Background: an optimization exercise with open tools, aiming at small area, a short achievable clock period and few clock cycles. Do not read the settings as production practice. The RTL was checked by simulation tests, not by an equivalence proof against the original design.

## MyDesign
module MyDesign (
  input   wire dut_run,
  output  reg  dut_busy,
  input   wire reset_b,
  input   wire clk,
  output wire        input_sram_write_enable,
  output wire [11:0] input_sram_write_addresss,
  output wire [15:0] input_sram_write_data,
  output reg  [11:0] input_sram_read_address,
  input  wire [15:0] input_sram_read_data,
  output reg         output_sram_write_enable,
  output reg  [11:0] output_sram_write_addresss,
  output reg  [15:0] output_sram_write_data,
  output wire [11:0] output_sram_read_address,
  input  wire [15:0] output_sram_read_data,
  output reg         scratchpad_sram_write_enable,
  output wire [11:0] scratchpad_sram_write_addresss,
  output wire [15:0] scratchpad_sram_write_data,
  output wire [11:0] scratchpad_sram_read_address,
  input  wire [15:0] scratchpad_sram_read_data,
  output wire        weights_sram_write_enable,
  output wire [11:0] weights_sram_write_addresss,
  output wire [15:0] weights_sram_write_data,
  output wire [11:0] weights_sram_read_address,
  input  wire [15:0] weights_sram_read_data
);
clock: 10.0 ns
lec_check: 0
abc_area: 1
cap_margin: 50
core_margin: 2
core_utilization: 60
cts_buf_list: sky130_fd_sc_hd__clkbuf_8
slew_margin: 70
standard.sh (not shown) runs the stock make flow with config.mk's settings and CLKGATE_MAP_FILE= SYNTH_SCRIPT=/design/flow/synth_recipe.tcl, a recipe that flattens the netlist after the stock synthesis.
==> flow/flow/run.sh <==
#!/bin/bash
# Standard layout, with one netlist pass between synthesis and floorplan:
# flow/polarity.py removes inverters between full adders (a full adder is
# self-dual, so it can take its inputs in the other polarity). Registers and
# all other logic stay as the standard synthesis made them.
set -uo pipefail
W=$PWD
R=$W/orfs/results/$FLOW_PLATFORM/MyDesign/base
LIB=$FLOW_HOME/platforms/$FLOW_PLATFORM/lib/sky130_fd_sc_hd__tt_025C_1v80.lib

bash standard.sh synth > $W/synth.log 2>&1 || { echo "synthesis failed"; exit 1; }

cp $R/1_2_yosys.v $W/1_2_yosys.standard.v
if python3 flow/polarity.py $W/1_2_yosys.standard.v $W/1_2_yosys.polarity.v "$LIB" > $W/polarity.log 2>&1; then
  # the synthesis netlist is now newer than 1_synth.odb: make rebuilds it
  cp $W/1_2_yosys.polarity.v $R/1_2_yosys.v
  echo "polarity pass applied"
else
  echo "polarity pass failed, keeping the standard netlist"
fi

bash standard.sh finish > $W/finish.log 2>&1 || { echo "layout failed"; exit 1; }
Other scripts of this flow, unchanged in this note and not shown: flow/flow/polarity.py
Testbench counts at the start, summed over its fixed seeds: cycles 34,034.
==> next run, changes <==
--- a/flow/design.v
+++ b/flow/design.v
@@ -188,47 +188,47 @@
     if (kld[4]) begin onn6 <= ~bone(weights_sram_read_data[15:8]); twn6 <= ~btwo(weights_sram_read_data[15:8]); ngn6 <= ~bneg(weights_sram_read_data[15:8]); onn7 <= ~bone(weights_sram_read_data[7:0]); twn7 <= ~btwo(weights_sram_read_data[7:0]); ngn7 <= ~bneg(weights_sram_read_data[7:0]); end
     if (kld[5]) begin onn8 <= ~bone(weights_sram_read_data[15:8]); twn8 <= ~btwo(weights_sram_read_data[15:8]); ngn8 <= ~bneg(weights_sram_read_data[15:8]); end
     kw <= weights_sram_read_data;
     if (|kacc[4:1])
       cacc <= cacc + gneg(kw[15:8]) + gneg(kw[7:0]);
     else if (kacc[5])
       cacc <= cacc + gneg(kw[15:8]);
   end
-  reg dv1, phi1, ph2n;
+  reg dv1, phi1, ph2;
   reg [3:0] w1;
   reg [4:0] pvd, lstd;
   reg [2:0] ed;
   reg [4:0] wa2;
   always @(posedge clk) begin
     if (~reset_b) begin
       dv1 <= 1'b0; pvd <= 5'd0; lstd <= 5'd0; ed <= 3'd0;
       scratchpad_sram_write_enable <= 1'b0;
     end else begin
       dv1 <= dv0;
       pvd <= {pvd[3:0], cv0};
       lstd <= {lstd[3:0], lst0};
       ed <= {ed[1:0], stop};
       scratchpad_sram_write_enable <= dv1;
     end
     phi1 <= phi; w1 <= w;
-    ph2n <= ~phi1;            
+    ph2 <= phi1;              
     wa2 <= ~{phi1, w1};
   end
   assign scratchpad_sram_write_addresss = {7'd0, wa2};
   reg [15:0] ri1, ri2, rs1, rs2;
   always @(posedge clk) begin
     ri1 <= input_sram_read_data; ri2 <= ri1;
     rs1 <= scratchpad_sram_read_data; rs2 <= rs1;
   end
   assign scratchpad_sram_write_data = ri1;
-  wire [7:0] in0 = ~ph2n ? rs2[7:0] : rs1[15:8];
-  wire [7:0] in1 = ~ph2n ? rs1[7:0] : scratchpad_sram_read_data[15:8];
-  wire [7:0] in2 = ~ph2n ? ri2[7:0] : ri1[15:8];
-  wire [7:0] in3 = ~ph2n ? ri1[7:0] : input_sram_read_data[15:8];
+  wire [7:0] in0 = ph2 ? rs2[7:0] : rs1[15:8];
+  wire [7:0] in1 = ph2 ? rs1[7:0] : scratchpad_sram_read_data[15:8];
+  wire [7:0] in2 = ph2 ? ri2[7:0] : ri1[15:8];
+  wire [7:0] in3 = ph2 ? ri1[7:0] : input_sram_read_data[15:8];
   reg [7:0] w0_0, w0_1, w0_2, w1_0, w1_1, w1_2, w2_0, w2_1, w2_2, w3_0, w3_1, w3_2;
   always @(posedge clk) begin
     w0_0 <= w0_1; w0_1 <= w0_2; w0_2 <= ~in0;
     w1_0 <= w1_1; w1_1 <= w1_2; w1_2 <= ~in1;
     w2_0 <= w2_1; w2_1 <= w2_2; w2_2 <= ~in2;
     w3_0 <= w3_1; w3_1 <= w3_2; w3_2 <= ~in3;
   end
   wire ue_0, ue_1; assign {ue_1, ue_0} = {1'b0, (~ngn0[0] ^ (~onn0[0] & ~w0_0[0]))} + {1'b0, (~ngn1[0] ^ (~onn1[0] & ~w0_1[0]))} + {1'b0, (~ngn2[0] ^ (~onn2[0] & ~w0_2[0]))};
Global-route usage rises by 0.34 points.
Maximum frequency increases by a few percent.
Setup slack improves by 190 ps.
Utilization rises by 0.16 points.
Via count climbs slightly.
Sequential cell count increases by 1.
Testbench counts after the change, summed over its fixed seeds: cycles 34,034.

* * *

job 105:
Another version of the RTL of MyDesign (not shown whole).
Size: about 4800 cells after synthesis, about 0.048 mm² of cells after synthesis.
Settings: LEC_CHECK=0, ABC_AREA=1, CAP_MARGIN=50, CORE_MARGIN=2, CORE_UTILIZATION=60, CTS_BUF_LIST=sky130_fd_sc_hd__clkbuf_16, CTS_CLUSTER_DIAMETER=80, CTS_CLUSTER_SIZE=16, SLEW_MARGIN=70; clock period 10.0 ns.
==> flow/flow/run.sh <==
#!/bin/bash
# Standard layout, with one netlist pass between synthesis and floorplan:
# flow/polarity.py removes inverters between full adders (a full adder is
# self-dual, so it can take its inputs in the other polarity). Registers and
# all other logic stay as the standard synthesis made them. Every port still
# gets a buffer, of a faster cell (buf_2) than the one buffer_ports picks.
set -uo pipefail
W=$PWD
R=$W/orfs/results/$FLOW_PLATFORM/MyDesign/base
LIB=$FLOW_HOME/platforms/$FLOW_PLATFORM/lib/sky130_fd_sc_hd__tt_025C_1v80.lib

bash standard.sh synth > $W/synth.log 2>&1 || { echo "synthesis failed"; exit 1; }

cp $R/1_2_yosys.v $W/1_2_yosys.standard.v
if python3 flow/polarity.py $W/1_2_yosys.standard.v $W/1_2_yosys.polarity.v "$LIB" > $W/polarity.log 2>&1; then
  # the synthesis netlist is now newer than 1_synth.odb: make rebuilds it
  cp $W/1_2_yosys.polarity.v $R/1_2_yosys.v
  echo "polarity pass applied"
else
  echo "polarity pass failed, keeping the standard netlist"
fi

bash standard.sh "BUFFER_PORTS_ARGS=-buffer_cell sky130_fd_sc_hd__buf_2" finish > $W/finish.log 2>&1 || { echo "layout failed"; exit 1; }
Other scripts of this flow, unchanged in this note and not shown: flow/flow/polarity.py
Testbench counts of job 105, summed over its fixed seeds: cycles 34,066.
The following lists how job 104 was set up differently from job 105:
--- a/flow/design.v
+++ b/flow/design.v
@@ -208,32 +208,33 @@
       dv1 <= dv0;
       pvd <= {pvd[4:0], cv0};
       lstd <= {lstd[4:0], lst0};
       ed <= {ed[2:0], stop};
       scratchpad_sram_write_enable <= dv1;
     end
     phi1 <= phi; w1 <= w;
     ph2 <= phi1;              
     wa2 <= ~{phi1, w1};
   end
   assign scratchpad_sram_write_addresss = {7'd0, wa2};
-  reg [15:0] ri1, ri2, rs1, rs2;
+  reg [15:0] ri1, ri1n, ri2n, rs1n, rs2n;
   always @(posedge clk) begin
-    ri1 <= input_sram_read_data; ri2 <= ri1;
-    rs1 <= scratchpad_sram_read_data; rs2 <= rs1;
+    ri1 <= input_sram_read_data;
+    ri1n <= ~input_sram_read_data; ri2n <= ri1n;
+    rs1n <= ~scratchpad_sram_read_data; rs2n <= rs1n;
   end
   assign scratchpad_sram_write_data = ri1;
-  wire [7:0] in0 = ph2 ? rs2[7:0] : rs1[15:8];
-  wire [7:0] in1 = ph2 ? rs1[7:0] : scratchpad_sram_read_data[15:8];
-  wire [7:0] in2 = ph2 ? ri2[7:0] : ri1[15:8];
-  wire [7:0] in3 = ph2 ? ri1[7:0] : input_sram_read_data[15:8];
+  wire [7:0] in0 = ph2 ? ~rs2n[7:0] : ~rs1n[15:8];
+  wire [7:0] in1 = ph2 ? ~rs1n[7:0] : scratchpad_sram_read_data[15:8];
+  wire [7:0] in2 = ph2 ? ~ri2n[7:0] : ~ri1n[15:8];
+  wire [7:0] in3 = ph2 ? ~ri1n[7:0] : input_sram_read_data[15:8];
   reg [7:0] w0_0, w0_1, w0_2, w1_0, w1_1, w1_2, w2_0, w2_1, w2_2, w3_0, w3_1, w3_2;
   always @(posedge clk) begin
     w0_0 <= w0_1; w0_1 <= w0_2; w0_2 <= ~in0;
     w1_0 <= w1_1; w1_1 <= w1_2; w1_2 <= ~in1;
     w2_0 <= w2_1; w2_1 <= w2_2; w2_2 <= ~in2;
     w3_0 <= w3_1; w3_1 <= w3_2; w3_2 <= ~in3;
   end
   wire ue_0, ue_1; assign {ue_1, ue_0} = {1'b0, (~ngn0[0] ^ (~onn0[0] & ~w0_0[0]))} + {1'b0, (~ngn1[0] ^ (~onn1[0] & ~w0_1[0]))} + {1'b0, (~ngn2[0] ^ (~onn2[0] & ~w0_2[0]))};
   wire ue_2, ue_3; assign {ue_3, ue_2} = {1'b0, (~ngn3[0] ^ (~onn3[0] & ~w1_0[0]))} + {1'b0, (~ngn4[0] ^ (~onn4[0] & ~w1_1[0]))} + {1'b0, (~ngn5[0] ^ (~onn5[0] & ~w1_2[0]))};
   wire ue_4, ue_5; assign {ue_5, ue_4} = {1'b0, (~ngn6[0] ^ (~onn6[0] & ~w2_0[0]))} + {1'b0, (~ngn7[0] ^ (~onn7[0] & ~w2_1[0]))} + {1'b0, (~ngn8[0] ^ (~onn8[0] & ~w2_2[0]))};
   wire ue_6, ue_7; assign {ue_7, ue_6} = {1'b0, (~ngn0[0] ^ ((~onn0[0] & ~w0_0[1]) | (~twn0[0] & ~w0_0[0])))} + {1'b0, (~ngn1[0] ^ ((~onn1[0] & ~w0_1[1]) | (~twn1[0] & ~w0_1[0])))} + {1'b0, (~ngn2[0] ^ ((~onn2[0] & ~w0_2[1]) | (~twn2[0] & ~w0_2[0])))};
### Flow results
Synthesis-to-layout area growth delta (job 105 -> job 104): insignificant
Job 104: count of standard-cell rows 1 above job 105
Compared with job 105, job 104 shows a period utilization that is 0.59 points lower.
Taking job 105 as the reference, in job 104 count of placed standard cells including taps increased 113; number of buffers added by the clock tree synthesis step increased 1.8%.
Going from job 105 to job 104, count of non-filler cells in the finished layout grew slightly.
Of the two candidates, job 105 has the better area of the mapped netlist and job 104 the worse one.
Job 105 -> job 104: final weighted congestion of routability-driven global placement increased slightly
Critical path depth in job 104 vs job 105: up 6
Job 104 vs job 105 on sequential cell area share: job 104 is the higher one.
When the final numbers for job 104 and job 105 were put side by side, the global-route met2 utilization turned out to be smaller in job 105.
Looking at average size of a mapped cell, job 104 sits 0.89% lower than job 105 does.
Job 104 and job 105 ended up with nearly the same wire length per cell.
Testbench counts of job 104, summed over its fixed seeds: cycles 34,066.

-- static timing again, ports no longer ideal --
The results above use ideal ports. As a check the final layouts listed here were re-extracted and re-timed, cells and wires unchanged.
Step 1 sets driving cells, clkbuf_16 on the clock port and buf_2 on the other inputs (assumed; they add their load-dependent delay and slew).
Step 2 also shifts input and output timing later by t, the mid clock arrival at the registers, as if the neighbouring blocks saw the same clock.
Three values: no drivers, after step 1, after step 2; two values: the first two.
run | shift t [ns] | setup WS [ns] | worst setup path after step 2 | worst slew at a driven data input, ns
the first run of note 1 | 0.805 | 5.986 / 5.972 / 5.986 | register to register | 0.05
the second run of note 1 | 0.794 | 6.177 / 6.177 / 6.177 | register to register | 0.05
job 105 | 0.720 | 6.768 / 6.693 / 6.400 | input to register | 0.04
job 104 | 0.713 | 6.827 / 6.800 / 6.163 | input to register | 0.04
After both steps every run listed still meets setup and hold. For job 104, which loses most, drivers alone change the setup slack by -0.027 ns; drivers and shift together by -0.664 ns.
